Source: an optimization exercise on an open RTL-to-GDS flow (aim: small area, a short achievable clock period and few clock cycles per item). Production flows keep margins and buffers that such runs may drop. RTL that was checked went through simulation tests only; none was proved equivalent to the original. Function not checked in runs 1 to 6: the RTL went through the layout flow alone.

==> design.v <==
`timescale 1ns / 1ps
module Lzc16 (
    input  [15:0] x,
    output [3:0]  n
);
    wire       z3 = ~|x[15:8];
    wire [7:0] y8 = z3 ? x[7:0] : x[15:8];
    wire       z2 = ~|y8[7:4];
    wire [3:0] y4 = z2 ? y8[3:0] : y8[7:4];
    wire       z1 = ~|y4[3:2];
    wire [1:0] y2 = z1 ? y4[1:0] : y4[3:2];
    wire       z0 = ~y2[1];
    assign n = {z3, z2, z1, z0};
endmodule
module PrefixOr16 (
    input  [15:0] x,
    output [15:0] y
);
    wire [15:0] l1 = x  | {x[14:0], 1'b0};
    wire [15:0] l2 = l1 | {l1[13:0], 2'b0};
    wire [15:0] l3 = l2 | {l2[11:0], 4'b0};
    assign y       = l3 | {l3[7:0], 8'b0};
endmodule
`timescale 1ns / 1ps
module ALU_16bit (
    input              clk,
    input              rst,
    input              start,
    input       [3:0]  op,
    input  signed [15:0] A,
    input  signed [15:0] B,
    output reg signed [15:0] Z_low,
    output reg signed [15:0] Z_high,
    output reg         valid
);
    reg        s_mul;      
    reg        s_norm;     
    reg        s_iter;     
    reg        s_fix;      
    reg  [4:0] cnt;
    reg        d_one, d_two, d_neg;    
    reg        f_one, f_two, f_neg;    
    reg        triv;       
    wire idle   = ~(s_mul | s_norm | s_iter | s_fix);
    wire go     = start & idle;
    wire op_mul = (op == 4'b0010);
    wire op_div = (op == 4'b0011);
    wire sign_a = A[15];
    wire sign_b = B[15];
    wire sign_q = A[15] ^ B[15];
    wire dz     = ~|B;
    wire [15:0] xa = {A[14:0] ^ {15{sign_a}}, 1'b1};
    wire [15:0] xb = {B[14:0] ^ {15{sign_b}}, 1'b1};
    wire [3:0]  ca1, cb1;
    Lzc16 lza (.x(xa), .n(ca1));
    Lzc16 lzb (.x(xb), .n(cb1));
    wire [4:0]  t_k   = {1'b0, ca1} + {1'b0, ~cb1} + {4'd0, ~sign_a};
    wire        trivial = t_k[4] & (|t_k[3:0]);        
    wire        t_zero = A[15] & ~A[14] & (&B);
    wire [4:0]  t_ld  = {t_k[4:1], t_k[0] | t_zero};
    wire [16:0] a_ext  = {A, 1'b0};
    wire [1:0]  nxt_j  = s_mul ? (cnt[1:0] + 2'd1) : 2'd1;
    wire [2:0]  trp_lo = a_ext[{nxt_j, 2'b00} +: 3];
    wire [2:0]  trp_hi = a_ext[{nxt_j, 2'b10} +: 3];
    wire n_one = trp_lo[1] ^ trp_lo[0];
    wire n_two = (trp_lo == 3'b011) | (trp_lo == 3'b100);
    wire n_neg = trp_lo[2] & ~(trp_lo[1] & trp_lo[0]);
    wire m_one = trp_hi[1] ^ trp_hi[0];
    wire m_two = (trp_hi == 3'b011) | (trp_hi == 3'b100);
    wire m_neg = trp_hi[2] & ~(trp_hi[1] & trp_hi[0]);
    wire [15:0] r_sh   = {Z_high[14:0], Z_low[15]};
    wire        fix_neg = s_fix & sign_a;
    reg  [19:0] ax;
    reg         e1, e2, inv;
    reg         h1, h2, hinv;
    always @(*) begin
        h1 = 1'b0;   h2 = 1'b0;   hinv = 1'b0;
        if (s_mul) begin
            ax = {{4{Z_high[15]}}, Z_high};
            e1 = d_one;  e2 = d_two;  inv = d_neg;
            h1 = f_one;  h2 = f_two;  hinv = f_neg;
        end else if (s_iter) begin
            ax = {4'b0000, r_sh};
            e1 = 1'b1;   e2 = 1'b0;   inv = ~sign_b;
        end else if (s_fix) begin
            ax = {4'b0000, Z_high} ^ {20{fix_neg}};
            e1 = 1'b0;   e2 = 1'b0;   inv = 1'b0;
        end else begin
            ax = {20{A[1]}} & {{3{B[15]}}, B, 1'b0};
            e1 = A[0];   e2 = 1'b0;   inv = 1'b0;
            h1 = A[2];   h2 = A[3] & ~A[2];   hinv = A[3];
        end
    end
    wire        mul_any = s_mul | idle;
    wire [17:0] by18 = (({18{e1}} & {{2{B[15]}}, B}) | ({18{e2}} & {B[15], B, 1'b0})) ^ {18{inv}};
    wire [19:0] by  = {{2{by18[17]}}, by18};
    wire [17:0] hy  = ((({18{h1}} & {{2{B[15]}}, B}) | ({18{h2}} & {B[15], B, 1'b0})) ^ {18{hinv}});
    wire [19:0] ty  = mul_any ? {hy, hinv, inv} : 20'd0;
    wire [19:0] cs_s = ax ^ by ^ ty;
    wire [19:0] cs_c = {(ax[18:0] & by[18:0]) | (ax[18:0] & ty[18:0]) | (by[18:0] & ty[18:0]), mul_any & hinv};
    wire        a_ci = mul_any ? hinv : (inv | fix_neg);
    wire [20:0] s21 = {cs_s, 1'b1} + {cs_c, a_ci};
    wire [19:0] sum = s21[20:1];
    wire        sub  = op[0] | op[2];              
    wire [17:0] ad_s = {A[15], A, 1'b1} + ({B[15], B, sub} ^ {{17{sub}}, 1'b0});
    wire [16:0] add  = ad_s[17:1];
    wire        cn_on = s_norm ? sign_a : sign_q;    
    wire [15:0] zl_or;                                
    PrefixOr16 zpo (.x(Z_low), .y(zl_or));
    wire [15:0] zl_cn = Z_low ^ ({zl_or[14:0], 1'b0} & {16{cn_on}});
    wire        right  = op[0];                    
    wire [15:0] r_in   = s_norm ? {zl_cn[0], zl_cn[15:1]} : (right ? {A[14:0], A[15]} : A);
    wire [3:0]  r_amt  = s_norm ? cnt[3:0] : (B[3:0] ^ {4{right}});
    wire [31:0] r_dbl  = {r_in, r_in} << r_amt;
    wire [15:0] rot    = r_dbl[31:16];
    wire [15:0] hmask  = 16'hFFFF << r_amt;        
    wire [15:0] nmask  = {1'b1, cnt[4] ? 15'd0 : hmask[15:1]};    
    wire [15:0] shr_m  = 16'hFFFF >> B[3:0];
    wire        lt  = add[16];
    wire        eq  = (A == B);
    wire        op_cmp = (op == 4'b0100);
    wire        op_log = (op[3:2] == 2'b01 & op[1:0] != 2'b00) | (op[3:1] == 3'b100);   
    wire        op_shl = (op == 4'b1010);
    wire        op_shr = (op == 4'b1011);
    wire        op_rot = (op[3:1] == 3'b110);
    wire        op_sum = (op[3:1] == 3'b000);                                          
    wire        g_t11 = (op == 4'b0110) | (op == 4'b1000);                      
    wire        g_t01 = (op == 4'b0101) | (op == 4'b1000) | (op == 4'b1001);   
    wire        g_t00 = (op == 4'b0101) | (op == 4'b0111);                      
    wire [15:0] l_and = A & B;
    wire [15:0] l_or  = A | B;
    wire [15:0] logic_r = (l_and & {16{g_t11}}) | (l_or & ~l_and & {16{g_t01}}) | (~l_or & {16{g_t00}});
    wire [15:0] sh_m  = ({16{op_shl}} & hmask) | ({16{op_shr}} & shr_m) | {16{op_rot}};
    wire [15:0] res   = ({16{op_sum}} & add[15:0])
                      | ({16{op_div}} & A)
                      | ({16{op_log}} & logic_r)
                      | (sh_m & rot)
                      | {{15{op_cmp & lt}}, op_cmp & (lt | ~eq)};
    wire take = ~sum[19];                 
    always @(posedge clk or negedge rst) begin
        if (!rst) begin
            valid  <= 1'b0;
            s_mul  <= 1'b0;
            s_norm <= 1'b0;
            s_iter <= 1'b0;
            s_fix  <= 1'b0;
            cnt    <= 5'd0;
        end else begin
            valid <= 1'b0;
            if (go) begin
                if (op_mul) begin
                    s_mul <= 1'b1;
                    cnt   <= 5'd1;
                end else if (op_div) begin
                    s_norm <= 1'b1;
                    cnt    <= t_ld;
                end else begin
                    valid <= 1'b1;
                end
            end
            if (s_mul) begin
                cnt <= cnt + 5'd1;
                if (cnt[1:0] == 2'd3) begin
                    s_mul <= 1'b0;
                    valid <= 1'b1;
                end
            end
            if (s_norm) begin
                s_norm <= 1'b0;
                cnt    <= 5'd16 - cnt;
                if (triv)
                    valid  <= 1'b1;
                else
                    s_iter <= 1'b1;
            end
            if (s_iter) begin
                cnt <= cnt - 5'd1;
                if (cnt[3:0] == 4'd0) begin
                    s_iter <= 1'b0;
                    if (sign_q | sign_a)
                        s_fix <= 1'b1;
                    else
                        valid <= 1'b1;
                end
            end
            if (s_fix) begin
                s_fix <= 1'b0;
                valid <= 1'b1;
            end
        end
    end
    always @(posedge clk) begin
        d_one <= n_one;
        d_two <= n_two;
        d_neg <= n_neg;
        f_one <= m_one;
        f_two <= m_two;
        f_neg <= m_neg;
        triv  <= trivial | dz;
        if (s_mul | (idle & op_mul)) begin
            Z_high <= sum[19:4];
            Z_low  <= {sum[3:0], Z_low[15:4]};
        end else if (s_norm) begin
            Z_high <= triv ? A : (rot & ~nmask);
            Z_low  <= triv ? {16{dz}} : (rot & nmask);
        end else if (s_iter) begin
            Z_high <= take ? sum[15:0] : r_sh;
            Z_low  <= {Z_low[14:0], take};
        end else if (s_fix) begin
            Z_high <= sum[15:0];
            Z_low  <= zl_cn;
        end else begin
            Z_high <= op_div ? A : (op_sum ? {16{add[15]}} : 16'd0);
            Z_low  <= res;
        end
    end
endmodule
==> run.sh <==
#!/bin/bash
# synth_recipe.tcl (not shown) runs the flow's synth.tcl, then flattens the netlist and writes it again
# the make line also repeats each setting of config.mk as NAME=value (left out here)
make -C /OpenROAD-flow-scripts/flow DESIGN_CONFIG=/design/flow/config.mk WORK_HOME=/design/flow/orfs CLKGATE_MAP_FILE= SYNTH_SCRIPT=/design/flow/synth_recipe.tcl finish
==> config.mk <==
export PLATFORM = sky130hd
export DESIGN_NAME = ALU_16bit
export DESIGN_NICKNAME = ALU_16bit
export VERILOG_FILES = /design/flow/design.v
export SDC_FILE = /design/flow/constraint.sdc
export NUM_CORES = 4
export LEC_CHECK = 0
export ABC_AREA = 1
export CAP_MARGIN = 20
export CORE_MARGIN = 2
export CORE_UTILIZATION = 40
export SLEW_MARGIN = 20
==> constraint.sdc <==
create_clock -name core_clock -period 6.0 [get_ports {clk}]
set_input_delay 1.2000 -clock core_clock [delete_from_list [all_inputs] [get_ports {clk}]]
set_output_delay 1.2000 -clock core_clock [all_outputs]
set_load 0.01 [all_outputs]
==> summary.md, run 1 <==
| Metric | Value |
|---|---|
| Vias | 14600 |
| Post-Synthesis Cells | 1987 |
| Setup Buffers After CTS | 0 |
| Num rows | 62 |
| YS warnings | 1 |
| Post-placement cell area | 12700 um^2 |
| Final Skew | 8.16 ps |
| Worst Setup End Kind | flip-flop |
| Die height | 173 um |
| Die Wd | 173 um |
| Total length of routed wires | 56000 um |
| Sink Count | 49 |
| RSZ-0062 raised after global routing | no |
| Initial antenna violation count | 0 |
| Unique masters post-synth | 58 |
| Area occupied by multi-input gates | 9060 um^2 |
| Violation count after the first detailed-route iteration | 1953 |
| Post_cts resized | 0 |
| TritonCTS clock tree | done |
| Asr flop ratio synth | 20.4% |
| Synth area leaders | nand2_1, nand3_1, ha_1, inv_1, dfxtp_1 |
| CTS root buf | clkbuf_16 |
| Final setup viols | 0 |
| TritonRoute pass-1 iters | 6 |
| # port buffers | 71 |
| Antenna Cells | 0 |
| Clock latency (worst-skew pair) | 310 ps |
| Worst EP arrival | 5850 ps |
| Max-Cap Viols | 0 |
| FF+latch count, synth | 49 |
| R2R setup slack | 860 ps |
| Top Registers | Z_high (16), Z_low (16), cnt (5) |
| First-pass GRT wire length | 83400 um |
| Post-DP HPWL | 45500 um |
| Final Slew Violations | 0 |
| Vias in the first global route | 13500 |
| Fmax | 0.177 GHz |
| Clock Path Buffers | 2 |
| Hold/Removal Path Class | reg -> reg |
| FF/Latch Area | 1040 um^2 |
| Setup_tns | 0 ps |
| Post-synth top area share | 15.3% |
| Area of the core | 28500 um^2 |
| Final hold violations | 0 |
| Crit path time final | 5660 ps |
| CP Data Required Time | 6200 ps |
| Number of vias per cell | 6.01 |
| Post-CTS Hold Buffers | 0 |
| Fin crit share | 94.3% |
| GRT overflow | 0 |
| Area leader, netlist | nand2_1 |
| Worst Path Max Fanout | 15 |
| Largest net degree at the start of global routing | 45 |
| Most used flip-flop cell after synthesis | dfxtp_1 |
| # fillers | 3201 |
| EDFF count, synth | 1 |
| Final Wtd Congestion | 1.04 |
| CP max stage cell | clkdlybuf4s50_1 |
| H-Tree Depth | 2 |
| Design area | 12900 um^2 |
| Post-DRT Antenna Nets | 0 |
| Layout cells sized above 1 | 6.12% |
| Worst Max-Slew Pin Slew | 1050 ps |
| Status | no timing/DRC/antenna violations |
| Die area | 30100 um^2 |
| Avg WL per Cell | 23.1 um |
| Tot GR Track Use | 36.3% |
| Mapped cell area | 11500 um^2 |
| DRC | 0 |
| Worst path most repeated cell | nand2_1 |
| Average cell area after synthesis | 5.78 um^2 |
| TritonCTS buffer count | 5 |
| Critical path class | in -> reg |
| Final nets | 2184 |
| Max-slew headroom | 29.6% |
| Ports | 72 |
| Post-Syn Nets | 2128 |
| Sequential share of the synthesized area | 9.07% |
| Initial Util | 40.3% |
| Crit path launch type | input pin |
| Slowest stage delay, CP | 540 ps |
| Area growth, synth to finish | 12.3% |
| Clk slew on worst S/H paths | 70 ps |
| CP Cell Sequence | clkdlybuf4s50_1, inv_1, o21ai_0, o21ai_1, buf_4, o22ai_1, xor2_1, fa_1, inv_1, ha_1, a21oi_1, o21ai_0, a21oi_1, nand3_1, nand2_1, nand2_1, nand2_1, nand2_1, nand2_1, nand2_1, nand2_1, nand3_1, nand2_1, nand2_1 |
[per-stage QoR]
step	utilization [%]	hold WS (ps)	setup WS [ps]	std cells
6_report	45.3	534	342	2428
5_1_grt	45.3	559	12.1	2428
4_1_cts	45.3	535	439	2428
3_5_place_dp	44.7	526	145	2420
3_3_place_gp	44.7	531	260	2420
2_1_floorplan	-	513	1200	1987
[layer usage]
layer | vias up | share of wire (%) | track usage [%]
li1 | 6797 | - | -
met1 | 6806 | 41 | 47.2
met2 | 808 | 44 | 58.5
met3 | 190 | 8.5 | 4.67
met4 | 0 | 6.8 | 19.8
met5 | - | 0 | 0
[kinds of logic (layout without fill, tap and decap cells)]
| kind of cell | Yosys count | after routing | share of synthesized area, % |
|---|---|---|---|
| multiplexers | 1 | 1 | 0.0981 |
| flip-flops | 49 | 49 | 9.07 |
| AND/OR/NAND/NOR | 992 | 992 | 38.1 |
| adder cells (fa/ha/maj) | 102 | 102 | 12.6 |
| AO/OA/AOI/OAI | 419 | 419 | 21.8 |
| buffers and inverters | 341 | 398 | 12.1 |
| XOR/XNOR | 83 | 83 | 6.33 |
[critical path, delay by kind of cell]
family	cells	cell delay, ps
compound gates	6	1420
simple gates	11	1240
buf+inv	4	950
fa+ha+maj	2	890
xor+xnor	1	130
[final timing paths]
path,startpoint,end,cells after the start
min in group asynchronous,rst,cnt[0],1
worst max register to register,s_mul,Z_high[0],25
max in group asynchronous,rst,s_fix,1
worst min register to register,Z_low[10],Z_low[6],2
worst min-delay path,Z_low[10],Z_low[6],2
worst max-delay path,A[0],Z_high[0],24
[layout make-up]
| class | count | area share (%) |
|---|---|---|
| Tap cell | 384 | 3.73 |
| Inverter | 258 | 7.53 |
| Sequential cell | 49 | 8.07 |
| Timing Repair Buffer | 132 | 9.06 |
| Multi-Input combinational cell | 1597 | 70.3 |
| Clock buffer | 8 | 1.30 |
[layout by cell type (no fill, tap or decap), types with 27 or more instances in the layout]
cell | synthesis | routed
xor2_1 | 61 | 61
clkdlybuf4s50_1 | 0 | 71
nand3_1 | 269 | 269
o22ai_1 | 42 | 42
o21ai_0 | 107 | 107
a22oi_1 | 27 | 27
nand2_1 | 467 | 467
a21oi_1 | 132 | 132
o211ai_1 | 39 | 39
nor2_1 | 152 | 151
nand4_1 | 34 | 34
inv_1 | 233 | 233
dfxtp_1 | 38 | 38
buf_4 | 7 | 61
ha_1 | 80 | 80
[cell usage after synthesis, types with 5 or more instances]
| cell type | instances |
|---|---|
| a211oi_1 | 6 |
| a21o_1 | 9 |
| a21oi_1 | 132 |
| a221oi_1 | 7 |
| a22oi_1 | 27 |
| a31oi_1 | 7 |
| buf_2 | 24 |
| buf_4 | 7 |
| buf_6 | 6 |
| clkbuf_1 | 42 |
| clkinv_1 | 17 |
| dfrtp_1 | 10 |
| dfxtp_1 | 38 |
| fa_1 | 22 |
| ha_1 | 80 |
| inv_1 | 233 |
| inv_2 | 7 |
| nand2_1 | 467 |
| nand2_2 | 6 |
| nand3_1 | 269 |
| nand3_2 | 5 |
| nand4_1 | 34 |
| nor2_1 | 152 |
| nor2_2 | 6 |
| nor3_1 | 15 |
| nor4_1 | 8 |
| o211ai_1 | 39 |
| o21ai_0 | 107 |
| o21ai_1 | 12 |
| o21ai_2 | 6 |
| o21bai_1 | 7 |
| o22ai_1 | 42 |
| or2_2 | 15 |
| xnor2_1 | 22 |
| xor2_1 | 61 |
==> run 2: changes to the inputs <==
==> flow/run.sh (new file) <==
#!/bin/bash
# The standard layout, except that the ports are buffered with buf_2 cells
# instead of the default delay-type buffer.  Each tool's output is in
# standard.log (make) and orfs/logs/.
export BUFFER_PORTS_ARGS="-buffer_cell sky130_fd_sc_hd__buf_2"
bash standard.sh > standard.log 2>&1
==> standard.sh (new file) <==
#!/bin/bash
# synth_recipe.tcl (not shown) runs the flow's synth.tcl, then flattens the netlist and writes it again
# the make line also repeats each setting of config.mk as NAME=value (left out here)
make -C /OpenROAD-flow-scripts/flow DESIGN_CONFIG=/design/flow/config.mk WORK_HOME=/design/flow/orfs CLKGATE_MAP_FILE= SYNTH_SCRIPT=/design/flow/synth_recipe.tcl "${@:-finish}"
--- a/config.mk
+++ b/config.mk
@@ -11,2 +11,3 @@
 export CORE_UTILIZATION = 40
+export SETUP_SLACK_MARGIN = 1.0
 export SLEW_MARGIN = 20
removed: run.sh
==> summary.md, run 2 <==
| Metric | Value |
|---|---|
| Hold_ws | 533 ps |
| Final hold violations | 0 |
| DP Cell Count | 2396 |
| Final Slew Violations | 0 |
| Post-synth top area share | 15.3% |
| Area of the core | 28500 um^2 |
| Synth area leaders | nand2_1, nand3_1, ha_1, inv_1, dfxtp_1 |
| Layout cells sized above 1 | 11.3% |
| EDFF count, synth | 1 |
| Average cell area after synthesis | 5.78 um^2 |
| Worst EP arrival | 5060 ps |
| First-pass GRT wire length | 82500 um |
| Die area | 30100 um^2 |
| Area leader, netlist | nand2_1 |
| Max-slew headroom | 26.3% |
| Fin crit share | 81.0% |
| Tot GR Track Use | 35.9% |
| Most used flip-flop cell after synthesis | dfxtp_1 |
| Worst Setup End Kind | flip-flop |
| Status | no timing/DRC/antenna violations |
| Vias in the first global route | 13400 |
| CP Data Required Time | 6200 ps |
| Worst Path Max Fanout | 17 |
| Post-Synthesis Cells | 1987 |
| Commonest non-fill, non-tap cell in the layout | nand2_1 |
| Post-DRT Antenna Nets | 0 |
| Largest net degree at the start of global routing | 45 |
| Number of vias per cell | 6.02 |
| GR peak layer | met2 |
| Asr flop ratio synth | 20.4% |
| Setup_tns | 0 ps |
| Most frequent cell after synthesis | nand2_1 |
| Top Registers | Z_high (16), Z_low (16), cnt (5) |
| H-Tree Depth | 2 |
| Avg WL per Cell | 23.1 um |
| Met3 Use GR | 7.11% |
| Crit path time final | 4860 ps |
| TritonCTS clock tree | done |
| Ports | 72 |
| Clk slew on worst S/H paths | 70 ps |
| Post-CTS Hold Buffers | 0 |
| Max-Cap Viols | 0 |
| Worst Max-Slew Pin Slew | 1100 ps |
| Violation count after the first detailed-route iteration | 1985 |
| Sequential share of the synthesized area | 9.07% |
| Initial Util | 40.3% |
| Crit path launch type | input pin |
| Sink Count | 49 |
| Total length of routed wires | 56000 um |
| Die Wd | 173 um |
| Mapped cell area | 11500 um^2 |
| Die height | 173 um |
| # port buffers | 71 |
| FF+latch count, synth | 49 |
| Critical path class | in -> reg |
| # fillers | 3188 |
| Area growth, synth to finish | 10.8% |
| Most frequent cells in the layout | nand2_1, nand3_1, inv_1 |
| Post-Syn Nets | 2128 |
| Final setup viols | 0 |
| Global routing usage on met1 | 46.4% |
| Hold/Removal Path Class | reg -> reg |
| Vias | 14600 |
| Post-DP HPWL | 44300 um |
| M2 GR Usage | 56.9% |
| Clock latency (worst-skew pair) | 300 ps |
| RSZ-0062 raised after global routing | no |
| YS warnings | 1 |
| GRT overflow | 0 |
| Synth top cells by count | nand2_1, nand3_1, inv_1 |
| Final Skew | 5.05 ps |
| Num rows | 62 |
| Unique masters post-synth | 58 |
| Final nets | 2175 |
| Initial antenna violation count | 3 |
| Fin cells | 2420 |
| Clock Path Buffers | 2 |
| CTS root buf | clkbuf_16 |
| Fmax | 0.206 GHz |
| Final Wtd Congestion | 1.05 |
| TritonRoute pass-1 iters | 6 |
| TritonCTS buffer count | 5 |
| DRC | 0 |
==> run 2: cell counts after synthesis <==
Identical to the previous run, type by type.
==> run 2: cell type report <==
class | instances | area, um^2 | area share (%)
multi-input cells | 1598 | 9260 | 72.8
flip-flops and latches | 49 | 1040 | 8.20
inverters | 258 | 1000 | 7.86
repair buffers | 121 | 756 | 5.94
well taps | 384 | 480 | 3.78
clock buffers | 8 | 168 | 1.32
repair inverters | 1 | 7.51 | 0.0590
diodes | 1 | 2.50 | 0.0197
==> run 2: cells by family (layout without fill, tap and decap cells) <==
logic type | Yosys count | count (layout) | share of synthesized area [%]
xor+xnor | 83 | 83 | 6.33
simple gates | 992 | 993 | 38.1
buf+inv | 341 | 388 | 12.1
mux | 1 | 1 | 0.0981
other cells | 0 | 1 | 0
compound gates | 419 | 419 | 21.8
fa+ha+maj | 102 | 102 | 12.6
flops | 49 | 49 | 9.07
==> run 2: timing repair <==
| action | CTS | global route |
|---|---|---|
| endpoints found under the setup margin | 17 | 19 |
| cloned | 1 | 1 |
| pin swaps | 1 | 8 |
| buffers inserted | 0 | 13 |
| gates resized for setup | 14 | 51 |
==> run 2: worst paths after layout <==
| path | start | to | slack (ps) | cells after the start |
|---|---|---|---|---|
| worst min-delay path | Z_low[12] | Z_low[8] | 530 | 2 |
| min in group asynchronous | rst | cnt[2] | 750 | 1 |
| worst max-delay path | A[0] | Z_high[8] | 1140 | 26 |
| worst min register to register | Z_low[12] | Z_low[8] | 530 | 2 |
| max in group asynchronous | rst | s_iter | 5030 | 1 |
| worst max register to register | s_fix | Z_high[8] | 1200 | 27 |
==> run 2: per-layer routing <==
metal | vias to the layer above | share of wire [%]
met5 | - | 0.061
met4 | 4 | 6.0
met3 | 186 | 10
met2 | 824 | 44
met1 | 6780 | 40
li1 | 6781 | -
==> run 2: through the flow <==
step	area (um^2)	utilization, %	worst slack, ps
2_1_floorplan	11500	-	1200
3_5_place_dp	12200	42.8	256
3_3_place_gp	12200	42.8	424
5_1_grt	12700	44.7	964
4_1_cts	12400	43.6	1040
6_report	12700	44.7	1140
==> run 2: worst max-delay path: stages <==
cell,delay [ps]
buf_2,120
inv_1,180
o21ai_1,120
o21ai_1,130
buf_6,220
a21oi_1,100
xor2_1,180
buf_4,150
fa_1,490
inv_1,40
ha_1,340
a21o_1,220
nand3_1,90
nand2_1,80
a21oi_2,220
nand3_1,140
nand2_1,90
nand2_2,100
nand2_4,130
clkinvlp_4,210
a21oi_2,180
nand2_1,60
nand2_1,50
nand3_1,80
o21ai_1,80
inv_1,50
==> run 3: changes to the inputs <==
--- a/config.mk
+++ b/config.mk
@@ -11,3 +11,3 @@
 export CORE_UTILIZATION = 40
-export SETUP_SLACK_MARGIN = 1.0
+export SETUP_SLACK_MARGIN = 2.0
 export SLEW_MARGIN = 20
==> summary.md, run 3 <==
| Metric | Value |
|---|---|
| GRT overflow | 0 |
| Die area | 30100 um^2 |
| DP Cell Count | 2386 |
| Unique masters post-synth | 58 |
| # fillers | 2987 |
| Clock latency (worst-skew pair) | 310 ps |
| Critical path class | in -> reg |
| Die height | 173 um |
| Dpl ws | 550 ps |
| YS warnings | 1 |
| Fin cells | 2474 |
| Final nets | 2230 |
| Clk slew on worst S/H paths | 70 ps |
| # port buffers | 71 |
| Initial Util | 40.3% |
| Fmax | 0.224 GHz |
| Largest net degree at the start of global routing | 45 |
| Mux contribution to synthesized area | 0.0981% |
| Post-Synthesis Cells | 1987 |
| H-Tree Depth | 2 |
| Layout Utilization | 51.2% |
| Area growth, synth to finish | 26.9% |
| Die Wd | 173 um |
| Crit path time final | 4460 ps |
| Area leader, netlist | nand2_1 |
| Most frequent cell after synthesis | nand2_1 |
| RSZ-0062 raised after global routing | yes |
| Hold/Removal Path Class | reg -> reg |
| XOR/XNOR Fraction of Synth Area | 6.33% |
| Final Wtd Congestion | 1.05 |
| TritonRoute pass-1 iters | 6 |
| TritonCTS clock tree | done |
| Worst EP arrival | 4660 ps |
| Setup_tns | 0 ps |
| Commonest non-fill, non-tap cell in the layout | nand2_1 |
| Clock Path Buffers | 2 |
| Avg WL per Cell | 23.9 um |
| Layout cells sized above 1 | 21.9% |
| Antenna Cells | 0 |
| Mapped cell area | 11500 um^2 |
| Final setup viols | 0 |
| EDFF count, synth | 1 |
| Synth area leaders | nand2_1, nand3_1, ha_1, inv_1, dfxtp_1 |
| Synth top cells by count | nand2_1, nand3_1, inv_1 |
| Sink Count | 49 |
| Fin crit share | 74.3% |
| FF+latch count, synth | 49 |
| Final Slew Violations | 0 |
| Initial antenna violation count | 0 |
| Simple-gate share of the synthesized area | 38.1% |
| Average cell area after synthesis | 5.78 um^2 |
| CTS root buf | clkbuf_16 |
| Tot GR Track Use | 37.5% |
| Number of vias per cell | 6.11 |
| Post-DRT Antenna Nets | 0 |
| DRC | 0 |
| Post-Syn Nets | 2128 |
| Asr flop ratio synth | 20.4% |
| Num rows | 62 |
| First-pass GRT wire length | 85700 um |
| Post-DP HPWL | 44400 um |
| Top Registers | Z_high (16), Z_low (16), cnt (5) |
| Crit path launch type | input pin |
| Largest family of logic cells by synthesized area | simple AND/OR/NAND/NOR gates |
| TritonCTS buffer count | 5 |
| Synth Area in Compound Gates | 21.8% |
| Final hold violations | 0 |
| Total length of routed wires | 59000 um |
| Area of the core | 28500 um^2 |
| Most used flip-flop cell after synthesis | dfxtp_1 |
| Adder-cell share of the synthesized area | 12.6% |
| Vias in the first global route | 13700 |
| Worst Path Max Fanout | 11 |
| CP Data Required Time | 6200 ps |
| Post-synth top area share | 15.3% |
| Vias | 15100 |
| Most frequent cells in the layout | nand2_1, nand3_1, inv_1 |
| Ports | 72 |
| Worst Setup End Kind | flip-flop |
| Max-slew headroom | 38.2% |
| Max-Cap Viols | 0 |
| Violation count after the first detailed-route iteration | 2180 |
| Worst Max-Slew Pin Slew | 924 ps |
| Status | no timing/DRC/antenna violations |
| Sequential share of the synthesized area | 9.07% |
| Final Skew | 5.42 ps |
| Setup WS post-layout | 1540 ps |
## run 3: cell types whose count changed in the layout (fill, tap and decap cells not counted), sizes merged
| cell | previous run | this run |
|---|---|---|
| buf | 121 | 168 |
| clkinv | 13 | 19 |
| clkinvlp | 7 | 2 |
| clkbuf | 8 | 10 |
| nand2 | 476 | 478 |
| o21ai | 126 | 128 |
| diode | 1 | 0 |
| inv | 239 | 240 |
## run 3: kinds of logic (layout without fill, tap and decap cells)
logic type,Yosys count,count (layout)
multiplexers,1,1
XOR/XNOR,83,83
AND/OR/NAND/NOR,992,995
buffers and inverters,341,439
AO/OA/AOI/OAI,419,421
adder cells (fa/ha/maj),102,102
flip-flops,49,49
## run 3: layer usage
layer / up-vias / global-route usage (%) / wire length, um
li1: 6904 / - / -
met2: 928 / 60.7 / 26500
met5: - / 0 / 0
met4: 0 / 18.4 / 3860
met1: 7060 / 48.5 / 23200
met3: 221 / 6.16 / 5500
## run 3: worst max-delay path, cell delays in order
cell	delay, ps
buf_2	260
inv_2	270
o22ai_2	260
or2_2	150
nand3_2	90
fa_1	560
inv_1	60
ha_4	300
nand2_2	90
nor2_4	110
and2_4	160
buf_6	100
nand3_4	90
nand4_1	140
nand2_4	110
nand2_8	160
inv_12	60
a22oi_2	130
nand2_1	70
nand2_1	60
nand3_1	70
nand2_1	80
inv_1	50
## run 3: path summary, 6_finish.rpt
check / from / end / slack, ps / cells after the start
setup / recovery: B[0] / Z_high[4] / 1540 / 23
hold / removal: Z_low[10] / Z_low[6] / 530 / 2
setup reg to reg: s_iter / Z_high[4] / 1630 / 25
hold reg to reg: Z_low[10] / Z_low[6] / 530 / 2
max in group asynchronous: rst / s_iter / 5040 / 1
min in group asynchronous: rst / s_norm / 750 / 1
## run 3: layout make-up
type                       count  area, um^2  share of cell area, %
timing repair buffer         170        1340                   9.18
multi-input combinational   1602       10400                   71.6
timing repair inverter         3        33.8                  0.232
clock buffer                   8         168                   1.15
inverter                     258        1070                   7.34
sequential                    49        1040                   7.16
tap                          384         480                   3.30
## run 3: timing repair
action                                 4_1_cts  5_1_grt
gates cloned                                 8        0
gates resized for setup                    196      101
endpoints found under the hold margin        0        0
hold buffers                                 0        0
setup buffers                               38       34
setup endpoints to repair                   38       34
pin swaps                                   69       56
## run 3: stage by stage
stage	instance area, um^2	hold WS [ps]
after detailed placement	12400	525
final	14600	529
after floorplan	11900	513
after global placement	12400	517
after CTS	13900	537
after global routing	14600	555
==> run 4: changes to the inputs <==
--- a/config.mk
+++ b/config.mk
@@ -11,3 +11,3 @@
 export CORE_UTILIZATION = 40
-export SETUP_SLACK_MARGIN = 2.0
+export SETUP_SLACK_MARGIN = 1.5
 export SLEW_MARGIN = 20
==> summary.md, run 4 <==
| Metric | Value |
|---|---|
| Final Slew Violations | 0 |
| Post-Syn Nets | 2128 |
| Max-Cap Viols | 0 |
| CTS root buf | clkbuf_16 |
| Sink Count | 49 |
| Worst Path Max Fanout | 7 |
| TritonCTS clock tree | done |
| Clock latency (worst-skew pair) | 300 ps |
| Clock Path Buffers | 2 |
| Fin cells | 2476 |
| Die height | 173 um |
| Worst Setup End Kind | flip-flop |
| Worst EP arrival | 4930 ps |
| Hold/Removal Path Class | reg -> reg |
| Sequential share of the synthesized area | 9.07% |
| Global routing usage on met1 | 47.3% |
| Commonest non-fill, non-tap cell in the layout | nand2_1 |
| Fmax | 0.214 GHz |
| Post-DP HPWL | 44400 um |
| Critical path class | in -> reg |
| Setup_tns | 0 ps |
| Worst path most repeated cell | nand2_1 |
| Final Wtd Congestion | 1.04 |
| Average cell area after synthesis | 5.78 um^2 |
| Tot GR Track Use | 36.8% |
| Num rows | 62 |
| Number of vias per cell | 6.04 |
| Hold path cells | 2 |
| Status | no timing/DRC/antenna violations |
| Most frequent cell after synthesis | nand2_1 |
| Final setup viols | 0 |
| Initial Util | 40.3% |
| CP Data Required Time | 6250 ps |
| RSZ-0062 raised after global routing | yes |
| Area of the core | 28500 um^2 |
| # port buffers | 71 |
| Post-CTS Hold Buffers | 0 |
| Final nets | 2231 |
| GR peak layer | met2 |
| CP max stage cell | fa_1 |
| YS warnings | 1 |
| TritonCTS buffer count | 5 |
| Max-slew headroom | 27.5% |
| GRT overflow | 0 |
| Clk slew on worst S/H paths | 70 ps |
| Final Skew | 2.41 ps |
| Violation count after the first detailed-route iteration | 1894 |
| Synth area leaders | nand2_1, nand3_1, ha_1, inv_1, dfxtp_1 |
| TritonRoute pass-1 iters | 6 |
| DP Cell Count | 2393 |
| Vias in the first global route | 13800 |
| Post-Synthesis Cells | 1987 |
| H-Tree Depth | 2 |
| First-pass GRT wire length | 84500 um |
| Asr flop ratio synth | 20.4% |
| Crit path time final | 4680 ps |
| Most used flip-flop cell after synthesis | dfxtp_1 |
| Vias | 15000 |
| Total length of routed wires | 57900 um |
| Top Registers | Z_high (16), Z_low (16), cnt (5) |
| Largest net degree at the start of global routing | 45 |
| Post-DRT Antenna Nets | 0 |
| M2 GR Usage | 59.9% |
| Ports | 72 |
| Fin crit share | 78.0% |
| Die Wd | 173 um |
| # fillers | 3036 |
| Mapped cell area | 11500 um^2 |
| Met3 Use GR | 6.84% |
| Unique masters post-synth | 58 |
| Crit path launch type | input pin |
| Area growth, synth to finish | 22.1% |
| Most frequent cells in the layout | nand2_1, nand3_1, inv_1 |
| Area leader, netlist | nand2_1 |
| Worst Max-Slew Pin Slew | 1080 ps |
| DRC | 0 |
| FF+latch count, synth | 49 |
| Post-synth top area share | 15.3% |
| Final hold violations | 0 |
| Worst Reg-to-Reg Cells | 28 |
| Initial antenna violation count | 2 |
| Hold_ws | 533 ps |
| Avg WL per Cell | 23.4 um |
| Slowest stage delay, CP | 510 ps |
| Synth top cells by count | nand2_1, nand3_1, inv_1 |
| Die area | 30100 um^2 |
| EDFF count, synth | 1 |
| Layout cells sized above 1 | 18.7% |
-- run 4: final timing paths --
check	startpoint	end	slack, ps
max in group asynchronous	rst	s_iter	5030
min in group asynchronous	rst	s_fix	750
min	Z_low[10]	Z_low[6]	530
max reg2reg	s_mul	Z_high[2]	1360
min reg2reg	Z_low[10]	Z_low[6]	530
max	A[0]	Z_high[2]	1320
-- run 4: layout make-up --
cell class                 count  area [um^2]  area share [%]
inverter                     258         1030            7.34
timing repair inverter         2         13.8          0.0982
multi-input combinational   1600         9990            71.2
tap                          384          480            3.43
timing repair buffer         174         1300            9.25
clock buffer                   8          168            1.20
sequential                    49         1040            7.44
antenna                        1         2.50          0.0178
-- run 4: what timing repair did --
item | in CTS | in global routing
pin swaps | 59 | 40
gates resized for setup | 135 | 90
setup endpoints to repair | 22 | 33
endpoints found under the hold margin | 0 | 0
setup buffers | 34 | 33
gates cloned | 7 | 0
-- run 4: layer usage --
metal  vias up  part of all wire [%]
met5         -                     0
met4         0                   6.0
met3       190                   9.9
met2       897                    45
met1      6974                    40
li1       6906                     -
-- run 4: logic make-up (layout without fill, tap and decap cells) --
family,count (synthesis),in the layout,synth area share (%)
multiplexers,1,1,0.0981
adder cells (fa/ha/maj),102,102,12.6
AO/OA/AOI/OAI,419,419,21.8
flip-flops,49,49,9.07
other,0,1,0
AND/OR/NAND/NOR,992,995,38.1
XOR/XNOR,83,83,6.33
buffers and inverters,341,442,12.1
-- run 4: worst max-delay path: cells and delay by family --
family | cells | cell delay (ps)
and+or+nand+nor | 10 | 1000
adders and majority gates | 2 | 770
AOI/OAI and AO/OA | 6 | 1020
xor gates and xnor gates | 1 | 90
buffers and inverters | 7 | 810
-- run 4: metrics by stage --
step / utilization, % / setup slack, ps / cell area, um^2
3_3_place_gp: 43.0 / 539 / 12200
6_report: 49.2 / 1320 / 14000
2_1_floorplan: - / 1510 / 11600
5_1_grt: 49.2 / 1210 / 14000
4_1_cts: 46.9 / 1420 / 13400
3_5_place_dp: 43.0 / 479 / 12200
==> run 5: changes to the inputs <==
--- a/config.mk
+++ b/config.mk
@@ -11,3 +11,2 @@
 export CORE_UTILIZATION = 40
-export SETUP_SLACK_MARGIN = 1.5
 export SLEW_MARGIN = 20
==> summary.md, run 5 <==
| Metric | Value |
|---|---|
| Hold/Removal Path Class | reg -> reg |
| Die area | 30100 um^2 |
| Worst Setup End Kind | flip-flop |
| Layout cells sized above 1 | 8.51% |
| Post-DP HPWL | 44300 um |
| Crit path launch type | input pin |
| Worst path most repeated cell | nand2_1 |
| Setup Buffers After CTS | 0 |
| CP max stage cell | fa_1 |
| DRC | 0 |
| CP Data Required Time | 6250 ps |
| # port buffers | 71 |
| Sink Count | 49 |
| YS warnings | 1 |
| Area of the core | 28500 um^2 |
| Fmax | 0.176 GHz |
| Met2 WL | 24500 um |
| Final Wtd Congestion | 1.05 |
| Initial antenna violation count | 2 |
| Post-Syn Nets | 2128 |
| Number of vias per cell | 6.04 |
| Die height | 173 um |
| Final Slew Violations | 0 |
| Synth area leaders | nand2_1, nand3_1, ha_1, inv_1, dfxtp_1 |
| Clock latency (worst-skew pair) | 300 ps |
| Post_cts resized | 0 |
| Average cell area after synthesis | 5.78 um^2 |
| Most used flip-flop cell after synthesis | dfxtp_1 |
| Layout Utilization | 43.4% |
| Most frequent cells in the layout | nand2_1, nand3_1, inv_1 |
| Total length of routed wires | 55400 um |
| Violation count after the first detailed-route iteration | 2171 |
| Sequential share of the synthesized area | 9.07% |
| Final hold violations | 0 |
| Worst Max-Slew Pin Slew | 1080 ps |
| Largest net degree at the start of global routing | 45 |
| TritonRoute pass-1 iters | 6 |
| Design area | 12400 um^2 |
| Critical path class | in -> reg |
| Area growth, synth to finish | 7.67% |
| Worst Path Max Fanout | 17 |
| Worst path bufs/invs | 6 |
| Dpl ws | 256 ps |
| GRT overflow | 0 |
| Clock Path Buffers | 2 |
| Max-slew headroom | 27.8% |
| Post-CTS Hold Buffers | 0 |
| Vias | 14500 |
| TritonCTS clock tree | done |
| Met3 wire len | 5560 um |
| Initial Util | 40.3% |
| CTS root buf | clkbuf_16 |
| Post-synth top area share | 15.3% |
| Top Registers | Z_high (16), Z_low (16), cnt (5) |
| Avg WL per Cell | 23.0 um |
| Ports | 72 |
| Num rows | 62 |
| Commonest non-fill, non-tap cell in the layout | nand2_1 |
| Post-DRT Antenna Nets | 0 |
| Post-placement cell area | 12200 um^2 |
| Crit path time final | 5670 ps |
| Final Skew | 5.98 ps |
| Die Wd | 173 um |
| WL met1 | 22200 um |
| Worst EP arrival | 5910 ps |
| EDFF count, synth | 1 |
| Tot GR Track Use | 35.9% |
| Setup WS post-layout | 334 ps |
| RSZ-0062 raised after global routing | no |
| Max-Cap Viols | 0 |
| Mapped cell area | 11500 um^2 |
| TritonCTS buffer count | 5 |
| H-Tree Depth | 2 |
| Uppermost layer routed | met5 |
| Synth top cells by count | nand2_1, nand3_1, inv_1 |
| First-pass GRT wire length | 82500 um |
| Final nets | 2160 |
| Clk slew on worst S/H paths | 70 ps |
| Crit path max-delay family | simple AND/OR/NAND/NOR gates |
| Setup_tns | 0 ps |
| Unique masters post-synth | 58 |
| Fin crit share | 94.4% |
| Area leader, netlist | nand2_1 |
| Most frequent cell after synthesis | nand2_1 |
| Asr flop ratio synth | 20.4% |
| Vias in the first global route | 13400 |
| Final setup viols | 0 |
| Slowest stage delay, CP | 550 ps |
| Status | no timing/DRC/antenna violations |
| Post-Synthesis Cells | 1987 |
| FF+latch count, synth | 49 |
-- run 5: worst min-delay path: stages, from the launching register on --
cell and delay [ps]:
dfxtp_1 370, nand2_1 90, nand2_1 50
-- run 5: cell families after synthesis --
family	Yosys count	synth area share [%]
xor+xnor	83	6.33
mux	1	0.0981
flops	49	9.07
fa+ha+maj	102	12.6
compound gates	419	21.8
simple gates	992	38.1
buf+inv	341	12.1
-- run 5: through the flow --
stage / std cells / hold WS [ps]
after floorplan: 1987 / 513
after global placement: 2396 / 517
after detailed placement: 2396 / 521
after CTS: 2404 / 533
after global routing: 2404 / 551
final: 2406 / 538
-- run 5: path summary, 6_finish.rpt --
| kind | start | endpoint | slack, ps | cells past startpoint |
|---|---|---|---|---|
| worst min-delay path | Z_low[12] | Z_low[8] | 540 | 2 |
| worst max-delay path | A[2] | Z_high[12] | 330 | 25 |
| max in group asynchronous | rst | s_iter | 5030 | 1 |
| min in group asynchronous | rst | cnt[3] | 760 | 1 |
| worst min register to register | Z_low[12] | Z_low[8] | 540 | 2 |
| worst max register to register | s_iter | Z_high[12] | 570 | 25 |
-- run 5: area by class of cell --
class                      count  area, um^2
timing repair buffer         108         633
sequential                    49        1040
fill                        3222       16100
inverter                     258         971
multi-input combinational   1597        9060
tap                          384         480
clock buffer                   8         168
antenna                        2        5.00
-- run 5: routing by layer --
metal  vias up  global-route usage, %
li1       6752                      -
met1      6746                   46.9
met2       857                   56.9
met3       172                   6.71
met4         2                   17.8
met5         -                      0
==> run 6: changes to the inputs <==
--- a/design.v
+++ b/design.v
@@ -1 +1,29 @@
+`timescale 1ns / 1ps
+module BkCarry #(parameter WIDTH = 17) (
+    input  [WIDTH-1:0] p,
+    input  [WIDTH-1:0] g,
+    input              ci,
+    output [WIDTH-1:0] co
+);
+    integer i, j;
+    reg [WIDTH-1:0] pp, gg;
+    always @* begin
+        pp = p;
+        gg = g;
+        gg[0] = g[0] | (p[0] & ci);
+        for (i = 1; i <= $clog2(WIDTH); i = i + 1) begin
+            for (j = 2**i - 1; j < WIDTH; j = j + 2**i) begin
+                gg[j] = gg[j] | (pp[j] & gg[j - 2**(i-1)]);
+                pp[j] = pp[j] & pp[j - 2**(i-1)];
+            end
+        end
+        for (i = $clog2(WIDTH); i > 0; i = i - 1) begin
+            for (j = 2**i + 2**(i-1) - 1; j < WIDTH; j = j + 2**i) begin
+                gg[j] = gg[j] | (pp[j] & gg[j - 2**(i-1)]);
+                pp[j] = pp[j] & pp[j - 2**(i-1)];
+            end
+        end
+    end
+    assign co = gg;
+endmodule
 `timescale 1ns / 1ps
@@ -103,5 +131,10 @@
     wire [19:0] sum = s21[20:1];
-    wire        sub  = op[0] | op[2];              
-    wire [17:0] ad_s = {A[15], A, 1'b1} + ({B[15], B, sub} ^ {{17{sub}}, 1'b0});
-    wire [16:0] add  = ad_s[17:1];
+    wire        sub  = (op == 4'b0001) | (op == 4'b0100);    
+    wire [16:0] ae   = {A[15], A};
+    wire [16:0] be   = {B[15], B} ^ {17{sub}};
+    wire [16:0] ap   = ae ^ be;
+    wire [16:0] ag   = ae & be;
+    wire [16:0] aco;
+    BkCarry #(.WIDTH(17)) acy (.p(ap), .g(ag), .ci(sub), .co(aco));
+    wire [16:0] add  = ap ^ {aco[15:0], sub};
     wire        cn_on = s_norm ? sign_a : sign_q;    
@@ -119,3 +152,3 @@
     wire        lt  = add[16];
-    wire        eq  = (A == B);
+    wire        eq  = &ap[15:0];
     wire        op_cmp = (op == 4'b0100);
@@ -129,5 +162,3 @@
     wire        g_t00 = (op == 4'b0101) | (op == 4'b0111);                      
-    wire [15:0] l_and = A & B;
-    wire [15:0] l_or  = A | B;
-    wire [15:0] logic_r = (l_and & {16{g_t11}}) | (l_or & ~l_and & {16{g_t01}}) | (~l_or & {16{g_t00}});
+    wire [15:0] logic_r = (ag[15:0] & {16{g_t11}}) | (ap[15:0] & {16{g_t01}}) | (~(ap[15:0] | ag[15:0]) & {16{g_t00}});
     wire [15:0] sh_m  = ({16{op_shl}} & hmask) | ({16{op_shr}} & shr_m) | {16{op_rot}};
--- a/config.mk
+++ b/config.mk
@@ -11,2 +11,3 @@
 export CORE_UTILIZATION = 40
+export SETUP_SLACK_MARGIN = 1.0
 export SLEW_MARGIN = 20
==> summary.md, run 6 <==
| Metric | Value |
|---|---|
| RSZ-0062 raised after global routing | yes |
| TritonRoute pass-1 iters | 7 |
| Hold/Removal Path Class | reg -> reg |
| Most frequent cells in the layout | nand2_1, nand3_1, inv_1 |
| Top Registers | Z_high (16), Z_low (16), cnt (5) |
| Crit path time final | 4880 ps |
| R2R setup slack | 1210 ps |
| Clock Path Buffers | 2 |
| Number of vias per cell | 6.19 |
| Hold_ws | 589 ps |
| CP Data Required Time | 6260 ps |
| Worst Setup End Kind | flip-flop |
| Max-Cap Viols | 0 |
| Layout cells sized above 1 | 13.9% |
| TritonCTS buffer count | 5 |
| WL met1 | 21800 um |
| Average cell area after synthesis | 5.90 um^2 |
| # port buffers | 71 |
| Sequential share of the synthesized area | 9.54% |
| Met3 wire len | 5020 um |
| Worst EP arrival | 5130 ps |
| Fin cells | 2234 |
| Asr flop ratio synth | 20.4% |
| Initial Util | 40.6% |
| Met2 WL | 23700 um |
| Hold path cells | 2 |
| Worst path most repeated cell | nand2_1 |
| Commonest non-fill, non-tap cell in the layout | nand2_1 |
| Tot GR Track Use | 36.7% |
| Final Slew Violations | 0 |
| Most used flip-flop cell after synthesis | dfxtp_1 |
| # fillers | 2891 |
| Setup_tns | 0 ps |
| First-pass GRT wire length | 79400 um |
| Sink Count | 49 |
| Die Wd | 169 um |
| Final Skew | 9.04 ps |
| CP max stage cell | fa_1 |
| Post-CTS Hold Buffers | 0 |
| Vias | 13800 |
| Largest net degree at the start of global routing | 46 |
| FF+latch count, synth | 49 |
| Violation count after the first detailed-route iteration | 1624 |
| Antenna Cells | 0 |
| Worst Reg-to-Reg Cells | 24 |
| Post-synth top area share | 12.8% |
| Post-Syn Nets | 1983 |
| TritonCTS clock tree | done |
| H-Tree Depth | 2 |
| CTS root buf | clkbuf_16 |
| Area leader, netlist | nand2_1 |
| Ports | 72 |
| Most frequent cell after synthesis | nand2_1 |
| Uppermost layer routed | met4 |
| Post-DP HPWL | 42300 um |
| Design area | 12500 um^2 |
| Synth area leaders | nand2_1, nand3_1, inv_1, ha_1, dfxtp_1 |
| EDFF count, synth | 1 |
| DRC | 0 |
| Final Wtd Congestion | 1.08 |
| Vias in the first global route | 12700 |
| Post-DRT Antenna Nets | 0 |
| DP Cell Count | 2208 |
| Clock latency (worst-skew pair) | 310 ps |
| Final nets | 2025 |
| Die height | 169 um |
| Critical path class | in -> reg |
| Unique masters post-synth | 59 |
| Slowest stage delay, CP | 500 ps |
| Area growth, synth to finish | 14.1% |
| Status | no timing/DRC/antenna violations |
| Clk slew on worst S/H paths | 80 ps |
| Num rows | 60 |
| Total length of routed wires | 54000 um |
| Mapped cell area | 10900 um^2 |
| Final setup viols | 0 |
| Synth top cells by count | nand2_1, nand3_1, inv_1 |
| Avg WL per Cell | 24.2 um |
| Post-Synthesis Cells | 1850 |
| Post-placement cell area | 11600 um^2 |
| Worst Path Max Fanout | 7 |
| YS warnings | 2 |
| Final hold violations | 0 |
| Worst Max-Slew Pin Slew | 965 ps |
| Area of the core | 26900 um^2 |
| CP Cell Sequence | buf_4, clkinvlp_4, o31ai_4, buf_6, buf_4, nand2_1, o21ai_0, o21ai_0, a21oi_2, fa_1, ha_4, nand4_1, nor3_2, nand3_2, nand4_1, nand2_1, nor2_1, nand2_1, nand4_1, nand2_1, nand3_1, o21ai_1, inv_1 |
| Fin crit share | 81.3% |
| GRT overflow | 0 |
| Die area | 28600 um^2 |
| Max-slew headroom | 35.4% |
| Fmax | 0.205 GHz |
| Crit path launch type | input pin |
| Initial antenna violation count | 0 |
[run 6: path summary, 6_finish.rpt]
check / startpoint / endpoint
min reg2reg: Z_low[14] / Z_low[10]
max reg2reg: s_iter / Z_high[2]
min: Z_low[14] / Z_low[10]
max in group asynchronous: rst / s_fix
min in group asynchronous: rst / s_mul
max: A[2] / Z_high[2]
[run 6: area by class of cell]
class / instances / area (um^2) / area share [%]
Timing Repair inverter: 2 / 13.8 / 0.111
Timing Repair Buffer: 117 / 752 / 6.04
Tap cell: 341 / 427 / 3.43
Multi-Input combinational cell: 1463 / 9040 / 72.6
Clock inverter: 3 / 68.8 / 0.553
Clock buffer: 5 / 125 / 1.00
Sequential cell: 49 / 1040 / 8.38
Inverter: 254 / 978 / 7.86
[run 6: worst max-delay path, delay by kind of cell]
| family | cells | cell delay (ps) |
|---|---|---|
| buffers and inverters | 5 | 700 |
| adders and majority gates | 2 | 820 |
| and+or+nand+nor | 11 | 1610 |
| AOI/OAI and AO/OA | 5 | 800 |
[run 6: timing repair]
| item | CTS | global route |
|---|---|---|
| endpoints found under the setup margin | 18 | 21 |
| hold endpoints to repair | 0 | 0 |
| gates cloned | 0 | 4 |
| buffers inserted | 3 | 11 |
| pin swaps | 1 | 28 |
| resized for setup | 12 | 95 |
[run 6: kinds of logic (layout without fill, tap and decap cells)]
family | Yosys count | after routing | share of synthesized area, %
AO/OA/AOI/OAI | 406 | 406 | 22.5
XOR/XNOR | 93 | 93 | 7.53
adder cells (fa/ha/maj) | 94 | 94 | 12.8
buffers and inverters | 339 | 381 | 12.6
flip-flops | 49 | 49 | 9.54
multiplexers | 1 | 1 | 0.103
AND/OR/NAND/NOR | 868 | 869 | 34.9
[run 6: metal layers]
layer / vias up / GRT usage, %
met5: - / 0
met4: 0 / 18.7
met3: 191 / 4.69
met2: 824 / 57.9
met1: 6498 / 49.2
li1: 6310 / -
[run 6: per-stage QoR]
stage,util (%),setup slack [ps]
2_1_floorplan,-,1010
3_3_place_gp,43.0,249
3_5_place_dp,43.0,124
4_1_cts,44.1,935
5_1_grt,46.3,888
6_report,46.3,1120
==> run 7: changes to the inputs <==
--- a/design.v
+++ b/design.v
@@ -1,3 +1,3 @@
 `timescale 1ns / 1ps
-module BkCarry #(parameter WIDTH = 17) (
+module BkCarry #(parameter WIDTH = 17, parameter LOGW = 5) (
     input  [WIDTH-1:0] p,
@@ -13,3 +13,3 @@
         gg[0] = g[0] | (p[0] & ci);
-        for (i = 1; i <= $clog2(WIDTH); i = i + 1) begin
+        for (i = 1; i <= LOGW; i = i + 1) begin
             for (j = 2**i - 1; j < WIDTH; j = j + 2**i) begin
@@ -19,3 +19,3 @@
         end
-        for (i = $clog2(WIDTH); i > 0; i = i - 1) begin
+        for (i = LOGW; i > 0; i = i - 1) begin
             for (j = 2**i + 2**(i-1) - 1; j < WIDTH; j = j + 2**i) begin
@@ -137,3 +137,3 @@
     wire [16:0] aco;
-    BkCarry #(.WIDTH(17)) acy (.p(ap), .g(ag), .ci(sub), .co(aco));
+    BkCarry #(.WIDTH(17), .LOGW(5)) acy (.p(ap), .g(ag), .ci(sub), .co(aco));
     wire [16:0] add  = ap ^ {aco[15:0], sub};
--- a/config.mk
+++ b/config.mk
@@ -11,3 +11,3 @@
 export CORE_UTILIZATION = 40
-export SETUP_SLACK_MARGIN = 1.0
+export SETUP_SLACK_MARGIN = 0.7
 export SLEW_MARGIN = 20
==> summary.md, run 7 <==
| Metric | Value |
|---|---|
| Asr flop ratio synth | 20.4% |
| CTS root buf | clkbuf_16 |
| Average cell area after synthesis | 5.90 um^2 |
| Final Skew | 6.52 ps |
| Ports | 72 |
| YS warnings | 2 |
| Total length of routed wires | 51800 um |
| Worst Setup End Kind | flip-flop |
| Area of the core | 26900 um^2 |
| Most frequent cell after synthesis | nand2_1 |
| Clk slew on worst S/H paths | 80 ps |
| Crit path launch type | flip-flop |
| CP Data Required Time | 6210 ps |
| Most frequent cells in the layout | nand2_1, nand3_1, inv_1 |
| CP max stage cell | fa_1 |
| Synth top cells by count | nand2_1, nand3_1, inv_1 |
| FF+latch count, synth | 49 |
| Mapped cell area | 10900 um^2 |
| Unique masters post-synth | 59 |
| TritonRoute pass-1 iters | 6 |
| Die Wd | 169 um |
| Worst Max-Slew Pin Slew | 957 ps |
| Num rows | 60 |
| Avg WL per Cell | 23.3 um |
| Most used flip-flop cell after synthesis | dfxtp_1 |
| Clock latency (worst-skew pair) | 310 ps |
| Sink Count | 49 |
| CP Cell Sequence | inv_1, nor2_1, inv_1, nor2_1, a31oi_1, a21oi_1, fa_1, ha_1, a21o_1, nand3_1, nand2_1, a21oi_1, nand3_1, nand2_1, nand2_1, nand2_2, nand2_4, nand2_1, o211ai_1, nand2_1, nand3_1, nand2_1, inv_1 |
| Hold_ws | 580 ps |
| Final nets | 2015 |
| DRC | 0 |
| Max-slew headroom | 35.7% |
| Setup_tns | 0 ps |
| Clock Path Buffers | 2 |
| Max-Cap Viols | 0 |
| Crit path time final | 5040 ps |
| Layout cells sized above 1 | 10.2% |
| Commonest non-fill, non-tap cell in the layout | nand2_1 |
| Initial Util | 40.6% |
| Worst EP arrival | 5250 ps |
| Worst Path Max Fanout | 13 |
| Fin crit share | 84.0% |
| Die area | 28600 um^2 |
| TritonCTS buffer count | 5 |
| Fmax | 0.198 GHz |
| Post-DP HPWL | 41400 um |
| Tot GR Track Use | 35.8% |
| Top Registers | Z_high (16), Z_low (16), cnt (5) |
| Antenna Cells | 0 |
| Violation count after the first detailed-route iteration | 1685 |
| Hold/Removal Path Class | reg -> reg |
| Area leader, netlist | nand2_1 |
| Synth area leaders | nand2_1, nand3_1, inv_1, ha_1, dfxtp_1 |
| Vias in the first global route | 12700 |
| RSZ-0062 raised after global routing | no |
| Slowest stage delay, CP | 500 ps |
| Die height | 169 um |
| Initial antenna violation count | 0 |
| Number of vias per cell | 6.13 |
| Largest net degree at the start of global routing | 46 |
| Final setup viols | 0 |
| First-pass GRT wire length | 77600 um |
| Sequential share of the synthesized area | 9.54% |
| Vias | 13600 |
| Worst path most repeated cell | nand2_1 |
| H-Tree Depth | 2 |
| Final hold violations | 0 |
| Final Wtd Congestion | 1.08 |
| Post-DRT Antenna Nets | 0 |
| Status | no timing/DRC/antenna violations |
| Area growth, synth to finish | 8.60% |
| Post-synth top area share | 12.8% |
| Post-Syn Nets | 1983 |
| Post-CTS Hold Buffers | 0 |
| EDFF count, synth | 1 |
| Post-Synthesis Cells | 1850 |
| Final Slew Violations | 0 |
| TritonCTS clock tree | done |
| # port buffers | 71 |
| Critical path class | reg -> reg |
| GRT overflow | 0 |
## run 7: timing repair
item	4_1_cts	5_1_grt
buffers inserted	0	2
setup endpoints to repair	3	18
resized for setup	2	27
pin swaps	0	1
## run 7: final cells by class
cell class,count,area (um^2)
sequential,49,1040
inverter,254,971
clock inverter,3,23.8
clock buffer,5,125
multi-input combinational,1462,8590
timing repair buffer,110,671
fill,2999,15000
tap,341,427
## run 7: worst paths after layout
path / startpoint / end / slack (ps) / cells after the start
max: s_fix / Z_high[4] / 960 / 23
min: Z_low[14] / Z_low[10] / 580 / 2
max reg2reg: s_fix / Z_high[4] / 960 / 23
min reg2reg: Z_low[14] / Z_low[10] / 580 / 2
max in group asynchronous: rst / s_iter / 5030 / 1
min in group asynchronous: rst / valid / 740 / 1
## run 7: cell families after synthesis
family                     synth area share, %
muxes                                    0.103
xor gates and xnor gates                  7.53
and+or+nand+nor                           34.9
AOI/OAI and AO/OA                         22.5
adders and majority gates                 12.8
DFF                                       9.54
buffers and inverters                     12.6
## run 7: metrics by stage
stage	cells	setup WS [ps]	cell area [um^2]	utilization, %
detailed placement	2214	387	11600	43.1
floorplan	1850	724	10900	-
CTS	2222	712	11700	43.7
global placement	2214	449	11600	43.1
finish	2224	961	11900	44.1
global route	2224	714	11900	44.1
## run 7: routing by layer
| metal | routed length [um] | share of wire [%] | GRT usage, % |
|---|---|---|---|
| met1 | 20600 | 40 | 46.4 |
| met4 | 3190 | 6.1 | 18.1 |
| met5 | 0 | 0 | 0 |
| met3 | 5310 | 10 | 7.00 |
| met2 | 22700 | 44 | 56.8 |
## run 7: worst max-delay path: cells and delay by family (launching register included)
family                     cells  cell delay [ps]
AOI/OAI and AO/OA              5             1050
adders and majority gates      2              860
buffers and inverters          3              620
DFF                            1              470
and+or+nand+nor               13             1940
Testbench counts of run 7, summed over its fixed seeds: cycles 37,038, items 24,000.
==> run 8: changes to the inputs <==
--- a/config.mk
+++ b/config.mk
@@ -11,3 +11,3 @@
 export CORE_UTILIZATION = 40
-export SETUP_SLACK_MARGIN = 0.7
+export SETUP_SLACK_MARGIN = 1.0
 export SLEW_MARGIN = 20
==> summary.md, run 8 <==
| Metric | Value |
|---|---|
| Post-Synthesis Cells | 1850 |
| Critical path class | in -> reg |
| Worst Max-Slew Pin Slew | 965 ps |
| Critical Path Stages | 23 |
| Clock Path Buffers | 2 |
| Crit path time final | 4880 ps |
| Setup_tns | 0 ps |
| Worst path bufs/invs | 5 |
| Ports | 72 |
| Post-DRT Antenna Nets | 0 |
| Worst Setup End Kind | flip-flop |
| Dpl ws | 124 ps |
| # port buffers | 71 |
| Mux contribution to synthesized area | 0.103% |
| R2R setup slack | 1210 ps |
| Hold/Removal Path Class | reg -> reg |
| Vias | 13800 |
| Crit path launch type | input pin |
| Final Wtd Congestion | 1.08 |
| Area of the core | 26900 um^2 |
| Setup crit end | Z_high[2] |
| Worst Path Max Fanout | 7 |
| Area leader, netlist | nand2_1 |
| R2R Path Start | s_iter |
| First-pass GRT wire length | 79400 um |
| Synth top cells by count | nand2_1, nand3_1, inv_1 |
| Die height | 169 um |
| Critical path origin | A[2] |
| Worst Reg-to-Reg Cells | 24 |
| H-Tree Depth | 2 |
| Number of vias per cell | 6.19 |
| FF/Latch Area | 1040 um^2 |
| Post-synth top area share | 12.8% |
| Max-slew headroom | 35.4% |
| DRC | 0 |
| CP max stage cell | fa_1 |
| # fillers | 2891 |
| Unique masters post-synth | 59 |
| EDFF count, synth | 1 |
| Num rows | 60 |
| Hold path cells | 2 |
| Initial antenna violation count | 0 |
| TritonCTS clock tree | done |
| Synth area leaders | nand2_1, nand3_1, inv_1, ha_1, dfxtp_1 |
| Max-Cap Viols | 0 |
| CTS root buf | clkbuf_16 |
| XOR/XNOR Fraction of Synth Area | 7.53% |
| Sequential share of the synthesized area | 9.54% |
| Setup WS post-layout | 1120 ps |
| Clk slew on worst S/H paths | 80 ps |
| Mapped cell area | 10900 um^2 |
| Status | no timing/DRC/antenna violations |
| Final Slew Violations | 0 |
| Post-DP HPWL | 42300 um |
| TritonRoute pass-1 iters | 7 |
| Average cell area after synthesis | 5.90 um^2 |
| Worst EP arrival | 5130 ps |
| Final hold violations | 0 |
| Adder-cell share of the synthesized area | 12.8% |
| Area occupied by multi-input gates | 9040 um^2 |
| Simple-gate share of the synthesized area | 34.9% |
| Slowest stage delay, CP | 500 ps |
| Layout cells sized above 1 | 13.9% |
| Most frequent cells in the layout | nand2_1, nand3_1, inv_1 |
| Top Registers | Z_high (16), Z_low (16), cnt (5) |
| Crit path max-delay family | simple AND/OR/NAND/NOR gates |
| Avg WL per Cell | 24.2 um |
| Most used flip-flop cell after synthesis | dfxtp_1 |
| GRT overflow | 0 |
| Final setup viols | 0 |
==> run 8: cell types whose count changed in the layout (fill, tap and decap cells not counted), sizes merged <==
cell,change
bufinv,+2
clkinvlp,+1
clkinv,+1
clkbuf,+1
nor2,+1
inv,-2
buf,+6
==> run 8: logic make-up after synthesis <==
family | count (synthesis)
compound gates | 406
flops | 49
simple gates | 868
xor+xnor | 93
fa+ha+maj | 94
mux | 1
buf+inv | 339
==> run 8: layout make-up <==
type / instances / share of cell area [%]
timing repair inverter: 2 / 0.111
tap: 341 / 3.43
sequential: 49 / 8.38
multi-input combinational: 1463 / 72.6
timing repair buffer: 117 / 6.04
inverter: 254 / 7.86
clock buffer: 5 / 1.00
clock inverter: 3 / 0.553
==> run 8: worst min-delay path by stage <==
stage	from	end	slack, ps
2_1_floorplan	triv	s_iter	490
3_3_place_gp	Z_low[14]	Z_low[10]	570
3_5_place_dp	Z_low[14]	Z_low[10]	560
4_1_cts	Z_low[14]	Z_low[10]	580
5_1_grt	Z_low[14]	Z_low[10]	600
6_report	Z_low[14]	Z_low[10]	590
==> run 8: worst reg2reg max path, stage by stage (launching register included) <==
cell     delay, ps
dfrtp_2        490
buf_4          240
inv_1          110
nand2_2        220
inv_1          210
o21ai_0        100
o21ai_1         80
buf_4          260
a21oi_2        110
xor2_2         190
buf_4          160
fa_1           550
ha_4           320
nand4_1        160
nor3_2         300
nand3_2        130
nand4_1        120
nand2_1        160
nor2_1         320
nand2_1         90
nand4_1        110
nand2_1         60
nand3_1        100
o21ai_1         70
inv_1           80
==> run 8: timing repair <==
item	in CTS	in global routing
resized for setup	12	95
pin swaps	1	28
endpoints found under the setup margin	18	21
setup buffers	3	11
gates cloned	0	4
==> run 8: stage by stage <==
| stage | utilization [%] | area, um^2 | instances |
|---|---|---|---|
| floorplan | - | 11000 | 1850 |
| global placement | 43.0 | 11600 | 2208 |
| detailed placement | 43.0 | 11600 | 2208 |
| CTS | 44.1 | 11800 | 2219 |
| global route | 46.3 | 12500 | 2234 |
| finish | 46.3 | 12500 | 2234 |
==> run 8: metal layers <==
metal | track usage (%) | part of all wire (%) | vias to the layer above
met4 | 18.7 | 6.4 | 0
li1 | - | - | 6310
met5 | 0 | 0 | -
met2 | 57.9 | 44 | 824
met1 | 49.2 | 40 | 6498
met3 | 4.69 | 9.3 | 191

[re-timing with driven ports]
The flow's constraints put no driver on any port. The routed layouts listed below were extracted and timed again, unchanged, in two steps.
Step 1 sets driving cells, clkbuf_16 on the clock port and buf_2 on the other inputs (assumed; they add their load-dependent delay and slew).
Step 2, shift: input delay + t, output delay - t, t = (earliest + latest rising clock arrival at the registers) / 2. This alone moves slack from input paths to output paths.
a / b / c = ideal ports / drivers / drivers and shift; a / b = the first two.
| run | shift t [ns] | setup WS [ns] | worst hold slack (ns) |
|---|---|---|---|
| run 1 | 0.345 | 0.342 / 0.355 / 0.010 | 0.534 / 0.534 / 0.534 |
| run 2 | 0.346 | 1.137 / 1.164 / 0.819 | 0.533 / 0.533 / 0.533 |
| run 3 | 0.348 | 1.541 / 1.554 / 1.205 | 0.529 / 0.529 / 0.529 |
| run 4 | 0.347 | 1.321 / 1.308 / 0.961 | 0.533 / 0.533 / 0.533 |
| run 5 | 0.346 | 0.334 / 0.358 / 0.012 | 0.538 / 0.538 / 0.538 |
| run 6 | 0.348 | 1.122 / 1.135 / 0.787 | 0.589 / 0.589 / 0.589 |
| run 7 | 0.353 | 0.961 / 0.961 / 0.704 | 0.580 / 0.580 / 0.580 |
| run 8 | 0.348 | 1.122 / 1.135 / 0.787 | 0.589 / 0.589 / 0.589 |
After both steps setup and hold are still met in every run listed. For run 4, which loses most, drivers alone change the setup slack by -0.013 ns; drivers and shift together by -0.360 ns.
